Context: an optimization exercise on an open-source flow, tuned for small area. The choices shown serve that exercise and are no tape-out recipe. RTL that was checked went through simulation tests only; none was proved equivalent to the original. No activity file was given, so power comes from the tool's default toggle rates.

==> job 3309: inputs <==
## top_coldstorage
module top_coldstorage(
  input         clk,           
  input         rst_n,         
  output reg    led_fan,       
  output reg    led_hum,       
  input         sda_lcd_in,
  output        sda_lcd_oe,
  output reg    scl_lcd,
  input         rx,
  output reg    tx
);
export LEC_CHECK = 0
export CAP_MARGIN = 20
export CORE_MARGIN = 2
export CORE_UTILIZATION = 40
export SLEW_MARGIN = 20
create_clock -name core_clock -period 10.0 [get_ports {clk}]
run.sh (not shown) runs the stock make flow with config.mk's settings and CLKGATE_MAP_FILE= SYNTH_SCRIPT=/design/flow/synth_recipe.tcl, a recipe that flattens the netlist after the stock synthesis.
==> inputs of job 2217, as changes to job 3309 <==
CORE_UTILIZATION = 75   (was 40)
CTS_BUF_LIST = sky130_fd_sc_hd__clkbuf_8   (was unset)
==> comparison table <==
Core Area: job 3309 29,600 sq um; job 2217 15,800 sq um
Largest net degree at the start of global routing: job 3309 99; job 2217 98
Final period demand of the worst path: job 3309 3710 ps; job 2217 3850 ps
Global Route met1 Usage: job 3309 0.247; job 2217 0.406
Count of non-CTS buffers in the layout: job 3309 15; job 2217 13
Metal2 WL: job 3309 11,600 microns; job 2217 11,700 microns
Post-DP Area: job 3309 12,400 sq um; job 2217 12,100 sq um
Starting density of the core: job 3309 0.405; job 2217 0.762
Clk latency of the worst-skew pair: job 3309 440 ps; job 2217 470 ps
Worst clock skew: job 3309 13.9 ps; job 2217 16.5 ps
Die height: job 3309 177 microns; job 2217 131 microns
Peak clock frequency supported by timing: job 3309 269 MHz; job 2217 260 MHz
Part of the power in the clock network: job 3309 0.472; job 2217 0.398
Via-to-Cell Ratio: job 3309 5.59; job 2217 6.41
Result of the run: job 3309 complete, no violations; job 2217 complete, no violations
CP Data Arrival Time: job 3309 3890 ps; job 2217 4080 ps
Post-Layout Inst Area: job 3309 13,000 sq um; job 2217 12,500 sq um
Max_slew headroom: job 3309 0.385; job 2217 0.287
Clock group total power: job 3309 0.740 mW; job 2217 0.547 mW
Largest incremental delay on the critical path: job 3309 840 ps; job 2217 1000 ps
Int Power: job 3309 1.20 mW; job 2217 1.07 mW
Clock distribution area overhead in the final layout: job 3309 0.0504; job 2217 0.0336
Worst slew pin tran: job 3309 923 ps; job 2217 1060 ps


==> job 5882 <==
top_coldstorage, a different RTL version from the one above (not shown whole).
// top_coldstorage
module top_coldstorage(clk, rst_n, led_fan, led_hum, sda_lcd_in, sda_lcd_oe, scl_lcd, rx, tx);
make LEC_CHECK=0 ABC_AREA=1 CAP_MARGIN=20 CORE_MARGIN=2 CORE_UTILIZATION=80 CTS_BUF_LIST='sky130_fd_sc_hd__clkbuf_4 sky130_fd_sc_hd__clkbuf_8' PLACE_DENSITY=0.85 SLEW_MARGIN=20 finish   # period 10.0 ns
==> inputs of job 7164, as changes to job 5882 <==
==> flow/flow/run.sh (new file) <==
#!/bin/bash
# Own layout flow: the standard flow (standard synthesis, floorplan, power
# grid, placement, routing, finish) with clock-tree synthesis run without
# dummy loads, so the clock tree holds only the buffers that drive the flops.
set -euo pipefail
bash standard.sh \
  "CTS_ARGS=-sink_clustering_enable -repair_clock_nets -dont_use_dummy_load -buf_list sky130_fd_sc_hd__clkbuf_8" \
  finish > flow_standard.log 2>&1
==> flow/standard.sh (new file) <==
#!/bin/bash
# synth_recipe.tcl (not shown) runs the flow's synth.tcl, then flattens the netlist and writes it again
# the make line also repeats each setting of config.mk as NAME=value (left out here)
make -C /OpenROAD-flow-scripts/flow DESIGN_CONFIG=/design/flow/config.mk WORK_HOME=/design/flow/orfs CLKGATE_MAP_FILE= SYNTH_SCRIPT=/design/flow/synth_recipe.tcl "${@:-finish}"
--- a/flow/config.mk
+++ b/flow/config.mk
@@ -11,3 +11,3 @@
 export CORE_UTILIZATION = 80
-export CTS_BUF_LIST = sky130_fd_sc_hd__clkbuf_4 sky130_fd_sc_hd__clkbuf_8
+export CTS_BUF_LIST = sky130_fd_sc_hd__clkbuf_8
 export PLACE_DENSITY = 0.85
removed: flow/run.sh
==> inputs of job 6852, as changes to job 5882 <==
--- a/flow/config.mk
+++ b/flow/config.mk
@@ -11,3 +11,3 @@
 export CORE_UTILIZATION = 80
-export CTS_BUF_LIST = sky130_fd_sc_hd__clkbuf_4 sky130_fd_sc_hd__clkbuf_8
+export CTS_BUF_LIST = sky130_fd_sc_hd__clkbuf_8
 export PLACE_DENSITY = 0.85
==> summary of the runs <==
- Against job 6852, the hold slack of job 7164 is lower by 0.0033 ns.
- Synthesized cell count is the same in job 7164 and job 6852.
- In job 6852 the setup slack is worse than in job 7164, by 0.035 ns.
- Maximum frequency, lowest first: job 6852, job 5882, job 7164.
- Against job 7164, the routed wire length of job 5882 is higher by 6.3%.
No functional check of the RTL was part of any run of this note.


==> 02-02: inputs <==
top_coldstorage, a different RTL version from the one above (not shown whole).
clock: 10.0 ns
lec_check: 0
cap_margin: 20
core_margin: 2
core_utilization: 80
cts_buf_list: sky130_fd_sc_hd__clkbuf_8
place_density: 0.85
slew_margin: 20
Stock flow here: none of the scripts above is used.
==> inputs of 11-07, as changes to 02-02 <==
--- a/flow/design.v
+++ b/flow/design.v
@@ -12,34 +12,34 @@
   reg        dht_en;
   reg [21:0] dcnt;
   reg [2:0]  k;
   always @(posedge clk or negedge rst_n) begin
     if (!rst_n) begin
-      dcnt <= S_DCNT;
+      dcnt <= 22'd0;
       k    <= 3'd0;
     end else if (dht_en) begin
-      dcnt <= l22(dcnt, dcnt == H_DCNT);
-      if (dcnt == H_DCNT)
-        k <= (k == 3'd5) ? 3'd0 : k + 3'd1;
+      if (dcnt == DCNT_3M) begin
+        dcnt <= 22'd0;
+        k    <= (k == 3'd5) ? 3'd0 : k + 3'd1;
+      end else begin
+        dcnt <= l22(dcnt);
+      end
     end
   end
-  function [21:0] l22; input [21:0] q; input j; l22 = {q[20:0], ~(q[21] ^ q[20]) ^ j}; endfunction
-  function [19:0] l20; input [19:0] q; input j; l20 = {q[18:0], ~(q[19] ^ q[16]) ^ j}; endfunction
+  function [21:0] l22; input [21:0] q; l22 = {q[20:0], ~(q[21] ^ q[20])}; endfunction
+  function [19:0] l20; input [19:0] q; l20 = {q[18:0], ~(q[19] ^ q[16])}; endfunction
   function [18:0] l19; input [18:0] q; l19 = {q[17:0], ~(q[18] ^ q[17] ^ q[16] ^ q[13])}; endfunction
-  function [6:0]  l7;  input [6:0]  q; input j; l7  = {q[5:0],  ~(q[6] ^ q[5]) ^ j}; endfunction
+  function [6:0]  l7;  input [6:0]  q; l7  = {q[5:0],  ~(q[6] ^ q[5])}; endfunction
   function [5:0]  l6;  input [5:0]  q; l6  = {q[4:0],  ~(q[5] ^ q[4])}; endfunction
-  localparam [21:0] S_DCNT    = 22'h1f10af;   
-  localparam [21:0] H_DCNT    = 22'h2f8857;   
-  localparam [19:0] S_TMR     = 20'h389ad;    
-  localparam [19:0] H_TMR     = 20'h1c4d6;    
-  localparam [6:0]  S_BAUD    = 7'h59;        
-  localparam [6:0]  H_BAUD    = 7'h2c;        
-  localparam [6:0]  M_BAUD    = 7'h00;        
+  localparam [21:0] DCNT_3M   = 22'h1341a8;   
+  localparam [19:0] TMR_1M    = 20'h875ea;    
   localparam [18:0] IC_500K   = 19'h56897;    
+  localparam [6:0]  BAUD_52   = 7'h58;        
+  localparam [6:0]  BAUD_103  = 7'h34;        
   localparam [5:0]  C_50      = 6'h13;        
   localparam [5:0]  C_10      = 6'h2f;        
-  localparam [5:0]  C_PRE     = 6'h20;        
+  localparam [5:0]  C_9       = 6'h37;        
   function [2:0] t6;
     input [2:0] kk;
     case (kk)
       3'd0: t6 = 3'd3;
       3'd1: t6 = 3'd4;
@@ -51,11 +51,11 @@
   endfunction
   reg        rx_busy, rx_done;
   reg [6:0]  rcc;
   reg [3:0]  rbi;
   reg [7:0]  rsr;                
-  wire rx_sample = rx_busy && (rcc == H_BAUD);
+  wire rx_sample = rx_busy && (rcc == BAUD_103);
   always @(posedge clk or negedge rst_n) begin
     if (!rst_n) begin
       rx_busy <= 1'b0;
       rx_done <= 1'b0;
     end else begin
@@ -73,16 +73,17 @@
       end
     end
   end
   always @(posedge clk) begin
     if (!rx_busy) begin
-      rcc <= M_BAUD;
+      rcc <= BAUD_52;
       rbi <= 4'd0;
+    end else if (!rx_sample) begin
+      rcc <= l7(rcc);
     end else begin
-      rcc <= l7(rcc, rx_sample);
-      if (rx_sample)
-        rbi <= rbi + 4'd1;
+      rcc <= 7'd0;
+      rbi <= rbi + 4'd1;
     end
   end
   always @(posedge clk) begin
     if (rx_sample && rbi != 4'd0 && rbi != 4'd9)
       rsr <= {rx, rsr[7:1]};
@@ -241,20 +242,23 @@
       mk  <= 3'd7;
       mf  <= 1'b0;
       mh  <= 1'b0;
       tmd <= 1'b0;
       tix <= 4'd0;
-      tmr <= S_TMR;
+      tmr <= 20'd0;
       ts  <= T_IDLE;
     end else if (en_tx) begin
       case (ts)
         T_IDLE: begin
           tmd <= 1'b0;
           if (!tx_busy) begin
-            tmr <= l20(tmr, tmr == H_TMR);
-            if (tmr == H_TMR)
-              ts <= T_LOAD;
+            if (tmr == TMR_1M) begin
+              tmr <= 20'd0;
+              ts  <= T_LOAD;
+            end else begin
+              tmr <= l20(tmr);
+            end
           end
         end
         T_LOAD: begin
           if (tix == 4'd0) begin
             mk <= k;
@@ -311,11 +315,11 @@
       4'd8: tbit = tbyte[7];
       default: tbit = 1'b1;
     endcase
   end
   wire send_start = (ts == T_TRANSMIT);
-  wire tx_step = tx_busy && (tcc == H_BAUD);
+  wire tx_step = tx_busy && (tcc == BAUD_103);
   always @(posedge clk or negedge rst_n) begin
     if (!rst_n) begin
       tx      <= 1'b1;
       tx_busy <= 1'b0;
       tx_done <= 1'b0;
@@ -334,15 +338,16 @@
     end
   end
   always @(posedge clk) begin
     if (!tx_busy) begin
       tbi <= 4'd0;
-      tcc <= S_BAUD;
+      tcc <= 7'd0;
+    end else if (!tx_step) begin
+      tcc <= l7(tcc);
     end else begin
-      tcc <= l7(tcc, tx_step);
-      if (tx_step)
-        tbi <= tbi + 4'd1;
+      tcc <= 7'd0;
+      tbi <= tbi + 4'd1;
     end
   end
   localparam D_WAITEN = 3'd0, D_WRITE = 3'd1, D_WAITWRITE = 3'd2,
              D_WAITDELAY = 3'd3, D_DONE = 3'd4;
   localparam W_WAITEN = 4'd0, W_ADDR = 4'd1, W_WADDR = 4'd2,
@@ -361,10 +366,11 @@
   reg [3:0] wst;
   reg [3:0] fst;
   reg [3:0] bit_cnt;
   reg       sda_out, sda_en;
   reg [5:0] c;                   
+  reg       c_clr;
   wire c50 = (c == C_50);
   wire c10 = (c == C_10);
   assign lcd_done = (wst == W_DONE);
   wire   i2c_done = (fst == F_DONE);
   wire cmd_data  = !(ptr <= 6'd6 || ptr == 6'd23);
@@ -562,13 +568,14 @@
       bit_cnt <= bit_cnt + 4'd1;
   end
   assign sda_lcd_oe = sda_en & ~sda_out;
   wire f_delay = (fst != F_WAITEN) && (fst != F_WAITACK) && (fst != F_DONE);
   always @(posedge clk) begin
+    c <= c_clr ? 6'd0 : l6(c);
     if (f_delay)
-      c <= c10 ? 6'd0 : l6(c);
+      c_clr <= (c == C_9);
     else if (wst == W_DLY1 || wst == W_DLY2 || dst == D_WAITDELAY)
-      c <= l6(c);
+      c_clr <= 1'b0;
     else
-      c <= C_PRE;
+      c_clr <= 1'b1;
   end
 endmodule
==> comparison table <==
metric                                                                                      11-07                    02-02
Outcome                                                                   complete, no violations  complete, no violations
Layout buffering overhead excluding clock cells                                             1.09%                    1.12%
Power of the clock network                                                                 475 uW                   565 uW
Maximum vdd ir drop                                                                    0.000181 V               0.000201 V
Area added between synthesis and finish                                                     3.66%                    4.96%
Share of Yosys cell area claimed by the top area cell type                                  23.4%                    18.5%
Met3 routed WL                                                                            1740 um                  3430 um
Worst Hold End                                                                             rcc[4]                   lcd_en
Number of distinct standard cells referenced by the synthesized netlist                        88                       79
Vias                                                                                         9048                     9667
Power density normalized to cell area                                                 122 nW/um^2              123 nW/um^2
Post-DP Area                                                                           10800 um^2               10800 um^2
Final layout net count                                                                       1158                     1140
Worst Setup Slack post-DPL                                                                6.61 ns                  6.59 ns
Worst reg2reg startpoint                                                                   ptr[0]                   tix[0]
Non-Filler Instances                                                                         1305                     1288
Setup skew after layout                                                                0.00987 ns                0.0126 ns
Number of antenna repair diodes                                                                 0                        1
Share of layout cells above drive strength 1                                                8.33%                    13.2%
Multi-input combinational area share                                                        48.1%                    47.3%
Number of violations reported at the end of detailed-routing iteration 0                     1290                     2146
Number of cells on the worst hold path                                                          1                        2
No functional check of the RTL was part of 11-07.

[afterwards: timing with drivers on the ports]
No port has a modelled driver above. Below, the same layouts with a new extraction and two added sets of constraints.
Step 1 (the two cells are an assumption about what drives the block):
set clk [get_ports {clk}]
set_driving_cell -lib_cell sky130_fd_sc_hd__clkbuf_16 $clk
set_driving_cell -lib_cell sky130_fd_sc_hd__buf_2 [delete_from_list [all_inputs] $clk]
Step 2 adds t to the input delays and takes it off the output delays; t is the mean of the earliest and latest rising clock arrival at the registers after step 1. Input paths then give back, and output paths get back, about the clock's delay inside the block.
a / b / c = ideal ports / drivers / drivers and shift; a / b = the first two.
| run | t, ns | slack for setup (ns) | worst hold slack (ns) | worst register clock-pin slew, ns | worst slew at a driven data input, ns |
|---|---|---|---|---|---|
| job 3309 | 0.480 | 6.286 / 6.286 / 6.286 | 0.455 / 0.455 / 0.455 | 0.08 / 0.08 | 0.05 |
| job 2217 | 0.506 | 6.147 / 6.147 / 6.147 | 0.459 / 0.459 / 0.459 | 0.10 / 0.10 | 0.04 |
| job 5882 | 0.514 | 6.348 / 6.307 / 6.822 | 0.445 / 0.445 / 0.445 | 0.10 / 0.10 | 0.03 |
| job 7164 | 0.496 | 6.382 / 6.345 / 6.842 | 0.437 / 0.437 / 0.437 | 0.10 / 0.10 | 0.03 |
| job 6852 | 0.510 | 6.347 / 6.306 / 6.816 | 0.440 / 0.440 / 0.440 | 0.11 / 0.11 | 0.03 |
| 02-02 | 0.510 | 6.306 / 6.264 / 6.775 | 0.474 / 0.474 / 0.474 | 0.10 / 0.10 | 0.03 |
| 11-07 | 0.506 | 6.312 / 6.271 / 6.661 | 0.457 / 0.457 / 0.457 | 0.10 / 0.10 | 0.03 |
After both steps setup and hold are still met in every run listed. The worst setup slack also covers recovery checks on asynchronous resets.
